This is an optimization exercise on Yosys and OpenROAD, whose aim is small area, a short achievable clock period and few clock cycles, not a production implementation.
Power and IR drop assume default switching activity.

==> module ATCONV, before the edit <==
module  ATCONV(
	input		clk,
	input		reset,
	output	reg	busy,
	input		ready,
	output reg	[11:0]	iaddr,
	input signed [12:0]	idata,
	output	reg 	cwr,
	output  reg	[11:0]	caddr_wr,
	output  reg [12:0] 	cdata_wr,
	output	reg 	crd,
	output reg	[11:0] 	caddr_rd,
	input 	[12:0] 	cdata_rd,
	output reg 	csel
	);
reg       run;
reg [4:0] s;
reg [3:0] sn;              
reg       par;
reg [5:0] q;
reg [2:0] p;
reg       q0, q32, q33;    
reg       wr;              
always @(posedge clk or posedge reset) begin
	if (reset) begin
		busy <= 1'b0; run <= 1'b0;
		s <= 5'd31; sn <= 4'd0; par <= 1'b1; q <= 6'd33; p <= 3'd4;
		q0 <= 1'b0; q32 <= 1'b0; q33 <= 1'b1; wr <= 1'b1;
	end else if (!run) begin
		s <= 5'd31; sn <= 4'd0; par <= 1'b1; q <= 6'd33; p <= 3'd4;
		q0 <= 1'b0; q32 <= 1'b0; q33 <= 1'b1; wr <= 1'b1;
		if (ready) begin busy <= 1'b1; run <= 1'b1; end
	end else begin
		if (s[4] && !s[0] && q32 && p == 3'd2) begin busy <= 1'b0; run <= 1'b0; end
		wr <= par & q33 & (p == 3'd3 || p == 3'd4);
		if (p == 3'd5) begin
			p <= 3'd0;
			if (q33) begin
				q <= 6'd0; par <= ~par;
				q0 <= 1'b1; q32 <= 1'b0; q33 <= 1'b0;
				if (par) begin s <= s + 5'd1; sn <= sn + 4'd1; end
			end else begin
				q <= q + 6'd1;
				q0 <= 1'b0; q32 <= (q == 6'd31); q33 <= q32;
			end
		end else p <= p + 3'd1;
	end
end
wire        pr   = p[2];
wire [3:0]  sr   = wr ? sn : s[3:0];
wire [2:0]  S    = sr[3:1];
reg  [5:0]  rowc;
always @(*) begin
	case (p)
		3'd4:    rowc = (S == 3'd0) ? 6'd0 : {S - 3'd1, 2'd3, sr[0]};   
		3'd5:    rowc = {S, 2'd0, sr[0]};                              
		3'd0:    rowc = {S, 2'd1, sr[0]};
		3'd1:    rowc = {S, 2'd2, sr[0]};
		3'd2:    rowc = {S, 2'd3, sr[0]};
		default: rowc = (S == 3'd7) ? 6'd63 : {S + 3'd1, 2'd0, sr[0]};   
	endcase
end
wire [5:0]  colc = pr ? (q33 ? 6'd0  : (q32 ? 6'd63 : {q[4:0], par}))
                      : (q0  ? 6'd0  : (q33 ? 6'd63 : {q[4:0] - 5'd1, par}));
always @(posedge clk) iaddr <= {rowc, colc};
reg [11:0] D  [0:4];
reg [11:2] Dh [5:11];
reg [10:0] Eb;
reg [12:0] Ga, R6, X;
integer k;
always @(posedge clk) begin
	D[0] <= idata[11:0];
	for (k = 1; k <= 4; k = k + 1) D[k] <= D[k-1];
	Dh[5] <= D[4][11:2];
	for (k = 6; k <= 11; k = k + 1) Dh[k] <= Dh[k-1];
	Ga <= ~{1'b0, D[4]} + {4'b0, D[3][11:3]} + {4'b0, Dh[5][11:3]} + 13'd12;
	Eb <= {3'b0, Dh[9][11:4]} + {1'b0, Dh[10][11:2]} + {3'b0, Dh[11][11:4]};
	R6 <= Ga + {2'b0, Eb};
	X  <= R6 + {3'b0, D[0][11:2]} + {5'b0, D[1][11:4]};
end
wire [12:0] W    = X + {5'b0, D[0][11:4]};
wire [12:0] relu = {1'b0, W[12] ? ~W[11:0] : 12'd0};
wire [3:0]  sm1  = s[3:0] - 4'd1;
wire [3:0]  lsA  = par ? s[3:0] : sm1;
wire        hA   = q[0];
wire [4:0]  CA   = par ? q[5:1] - 5'd1 : {1'b1, q[4:1]};
wire [3:0]  lsW  = par ? s[3:0] : sm1;
wire        hW   = ~q[0];
wire [5:0]  qW   = par ? q - 6'd3 : q + 6'd31;
wire [4:0]  CW   = qW[5:1];
wire        actW = par ? (q >= 6'd3) : (q <= 6'd32);
wire        validW = actW & (par ? ~s[4] : (s[4:0] != 5'd0 && s[4:0] != 5'd31));
wire        firstW = ~lsW[0];
reg [12:0] accA, accB, heldA;
wire [2:0]  pc  = (p == 3'd0) ? 3'd5 : p - 3'd1;    
wire [11:0] rd  = cdata_rd[11:0];
wire [12:0] rdr = {{1'b0, rd[11:4]} + {8'b0, |rd[3:0]}, 4'b0};
always @(posedge clk) begin
	case (pc)
		3'd1: heldA <= cdata_rd;
		3'd2: accA <= rdr;
		3'd3: if ({1'b0, rd} > accA) accA <= rdr;
		3'd4: accB <= rdr;
		3'd5: if ({1'b0, rd} > accB) accB <= rdr;
		default: ;
	endcase
end
wire [12:0] VA = (!firstW && heldA > accA) ? heldA : accA;
wire [12:0] VB = (!firstW && cdata_rd > accB) ? cdata_rd : accB;
always @(posedge clk) begin
	crd <= 1'b1;
	if (p == 3'd0) begin
		cwr <= run & validW; csel <= 1'b1;
		caddr_wr <= {2'b0, lsW[3:1], hW, 1'b0, CW};
		caddr_rd <= {2'b0, lsW[3:1], hW, 1'b1, CW};
		cdata_wr <= VA;
	end else if (p == 3'd1) begin
		cwr <= run & validW; csel <= 1'b1;
		caddr_wr <= {2'b0, lsW[3:1], hW, 1'b1, CW};
		caddr_rd <= {2'b0, lsA[3:1], hA, 1'b0, CA};
		cdata_wr <= VB;
	end else begin
		cwr <= run & ~s[4] & (q >= 6'd2); csel <= 1'b0;
		caddr_wr <= {s[3:1], p[1:0] - 2'd2, s[0], q[4:0] - 5'd2, par};
		caddr_rd <= {lsA[3:1], hA, p[2], lsA[0], CA, p[0]};
		cdata_wr <= relu;
	end
end
endmodule
clock: 6.5 ns
lec_check: 0
cap_margin: 20
core_margin: 2
core_utilization: 40
setup_slack_margin: 3.5
slew_margin: 20
run.sh (not shown) runs the stock make flow with config.mk's settings and CLKGATE_MAP_FILE= SYNTH_SCRIPT=/design/flow/synth_recipe.tcl, a recipe that flattens the netlist after the stock synthesis.
The baseline passed the timing, design-rule and antenna checks.
Change:
--- a/flow/design.v
+++ b/flow/design.v
@@ -13,45 +13,38 @@
 	output reg	[11:0] 	caddr_rd,
 	input 	[12:0] 	cdata_rd,
 	output reg 	csel
 	);
 reg       run;
 reg [4:0] s;
-reg [3:0] sn;              
 reg       par;
 reg [5:0] q;
 reg [2:0] p;
-reg       q0, q32, q33;    
-reg       wr;              
 always @(posedge clk or posedge reset) begin
 	if (reset) begin
 		busy <= 1'b0; run <= 1'b0;
-		s <= 5'd31; sn <= 4'd0; par <= 1'b1; q <= 6'd33; p <= 3'd4;
-		q0 <= 1'b0; q32 <= 1'b0; q33 <= 1'b1; wr <= 1'b1;
+		s <= 5'd31; par <= 1'b1; q <= 6'd33; p <= 3'd4;
 	end else if (!run) begin
-		s <= 5'd31; sn <= 4'd0; par <= 1'b1; q <= 6'd33; p <= 3'd4;
-		q0 <= 1'b0; q32 <= 1'b0; q33 <= 1'b1; wr <= 1'b1;
+		s <= 5'd31; par <= 1'b1; q <= 6'd33; p <= 3'd4;
 		if (ready) begin busy <= 1'b1; run <= 1'b1; end
 	end else begin
-		if (s[4] && !s[0] && q32 && p == 3'd2) begin busy <= 1'b0; run <= 1'b0; end
-		wr <= par & q33 & (p == 3'd3 || p == 3'd4);
+		if (s[4] && !s[0] && q == 6'd32 && p == 3'd2) begin busy <= 1'b0; run <= 1'b0; end
 		if (p == 3'd5) begin
 			p <= 3'd0;
-			if (q33) begin
+			if (q == 6'd33) begin
 				q <= 6'd0; par <= ~par;
-				q0 <= 1'b1; q32 <= 1'b0; q33 <= 1'b0;
-				if (par) begin s <= s + 5'd1; sn <= sn + 4'd1; end
-			end else begin
-				q <= q + 6'd1;
-				q0 <= 1'b0; q32 <= (q == 6'd31); q33 <= q32;
-			end
+				if (par) s <= s + 5'd1;
+			end else q <= q + 6'd1;
 		end else p <= p + 3'd1;
 	end
 end
 wire        pr   = p[2];
-wire [3:0]  sr   = wr ? sn : s[3:0];
+wire        q0   = (q == 6'd0);
+wire        q32  = (q == 6'd32);
+wire        q33  = (q == 6'd33);
+wire [3:0]  sr   = s[3:0] + {3'd0, pr & q33 & par};
 wire [2:0]  S    = sr[3:1];
 reg  [5:0]  rowc;
 always @(*) begin
 	case (p)
 		3'd4:    rowc = (S == 3'd0) ? 6'd0 : {S - 3'd1, 2'd3, sr[0]};   
 		3'd5:    rowc = {S, 2'd0, sr[0]};                              
@@ -61,29 +54,28 @@
 		default: rowc = (S == 3'd7) ? 6'd63 : {S + 3'd1, 2'd0, sr[0]};   
 	endcase
 end
 wire [5:0]  colc = pr ? (q33 ? 6'd0  : (q32 ? 6'd63 : {q[4:0], par}))
                       : (q0  ? 6'd0  : (q33 ? 6'd63 : {q[4:0] - 5'd1, par}));
 always @(posedge clk) iaddr <= {rowc, colc};
-reg [11:0] D  [0:4];
-reg [11:2] Dh [5:11];
+reg [11:0] D  [0:6];
+reg [11:2] Dh [7:13];
 reg [10:0] Eb;
-reg [12:0] Ga, R6, X;
+reg [12:0] Ga;
 integer k;
 always @(posedge clk) begin
 	D[0] <= idata[11:0];
-	for (k = 1; k <= 4; k = k + 1) D[k] <= D[k-1];
-	Dh[5] <= D[4][11:2];
-	for (k = 6; k <= 11; k = k + 1) Dh[k] <= Dh[k-1];
-	Ga <= ~{1'b0, D[4]} + {4'b0, D[3][11:3]} + {4'b0, Dh[5][11:3]} + 13'd12;
-	Eb <= {3'b0, Dh[9][11:4]} + {1'b0, Dh[10][11:2]} + {3'b0, Dh[11][11:4]};
-	R6 <= Ga + {2'b0, Eb};
-	X  <= R6 + {3'b0, D[0][11:2]} + {5'b0, D[1][11:4]};
+	for (k = 1; k <= 6; k = k + 1) D[k] <= D[k-1];
+	Dh[7] <= D[6][11:2];
+	for (k = 8; k <= 13; k = k + 1) Dh[k] <= Dh[k-1];
+	Ga <= {1'b0, D[6]} - {4'b0, D[5][11:3]} - {4'b0, Dh[7][11:3]}
+	    - {3'b0, D[0][11:2]} - {5'b0, D[1][11:4]} - 13'd12;
+	Eb <= {3'b0, Dh[11][11:4]} + {1'b0, Dh[12][11:2]} + {3'b0, Dh[13][11:4]};
 end
-wire [12:0] W    = X + {5'b0, D[0][11:4]};
-wire [12:0] relu = {1'b0, W[12] ? ~W[11:0] : 12'd0};
+wire [12:0] V    = Ga - {2'b0, Eb} - {5'b0, D[0][11:4]};
+wire [12:0] relu = V[12] ? 13'd0 : V;
 wire [3:0]  sm1  = s[3:0] - 4'd1;
 wire [3:0]  lsA  = par ? s[3:0] : sm1;
 wire        hA   = q[0];
 wire [4:0]  CA   = par ? q[5:1] - 5'd1 : {1'b1, q[4:1]};
 wire [3:0]  lsW  = par ? s[3:0] : sm1;
 wire        hW   = ~q[0];
What happened: Sequential share of layout area falls by 0.28 points. Final area is lower by a few percent. Final cell count fell by a few percent. Via count decreases by a little under a tenth. Die area shrinks by a few percent. Maximum frequency is lower by about a fifth. Wire length fell by a little under a tenth. Power came out higher by a few percent. Sequential cell count came out lower by 10. Combinational power rises by a quarter to a third.
No run of this note included a check of the RTL's function; only the layout flow was run.

port drivers added, routing unchanged:
In the flow no input, the clock included, has a driving cell. The finished layouts below were timed again as built, in two steps.
Step 1 (the two cells are an assumption about what drives the block):
set clk [get_ports {clk}]
set_driving_cell -lib_cell sky130_fd_sc_hd__clkbuf_16 $clk
set_driving_cell -lib_cell sky130_fd_sc_hd__buf_2 [delete_from_list [all_inputs] $clk]
Step 2 times the ports against the registers' clock, not the clock port: input delays grow and output delays shrink by t, the midpoint of the rising clock arrivals with the driver on.
Three values: ideal, step 1, step 2; two values: the first two.
run | t, ns | slack for setup (ns) | latest minus earliest clock arrival (ns) | pins driven straight from the clock port
the first run | 0.596 | 3.559 / 3.587 / 2.991 | 0.029 / 0.030 | 1
the second run | 0.589 | 2.711 / 2.711 / 2.711 | 0.039 / 0.039 | 1
After both steps every run listed still meets setup and hold. The setup slack of the first run, which loses most, moves by +0.028 ns with the drivers and by -0.568 ns with both steps.
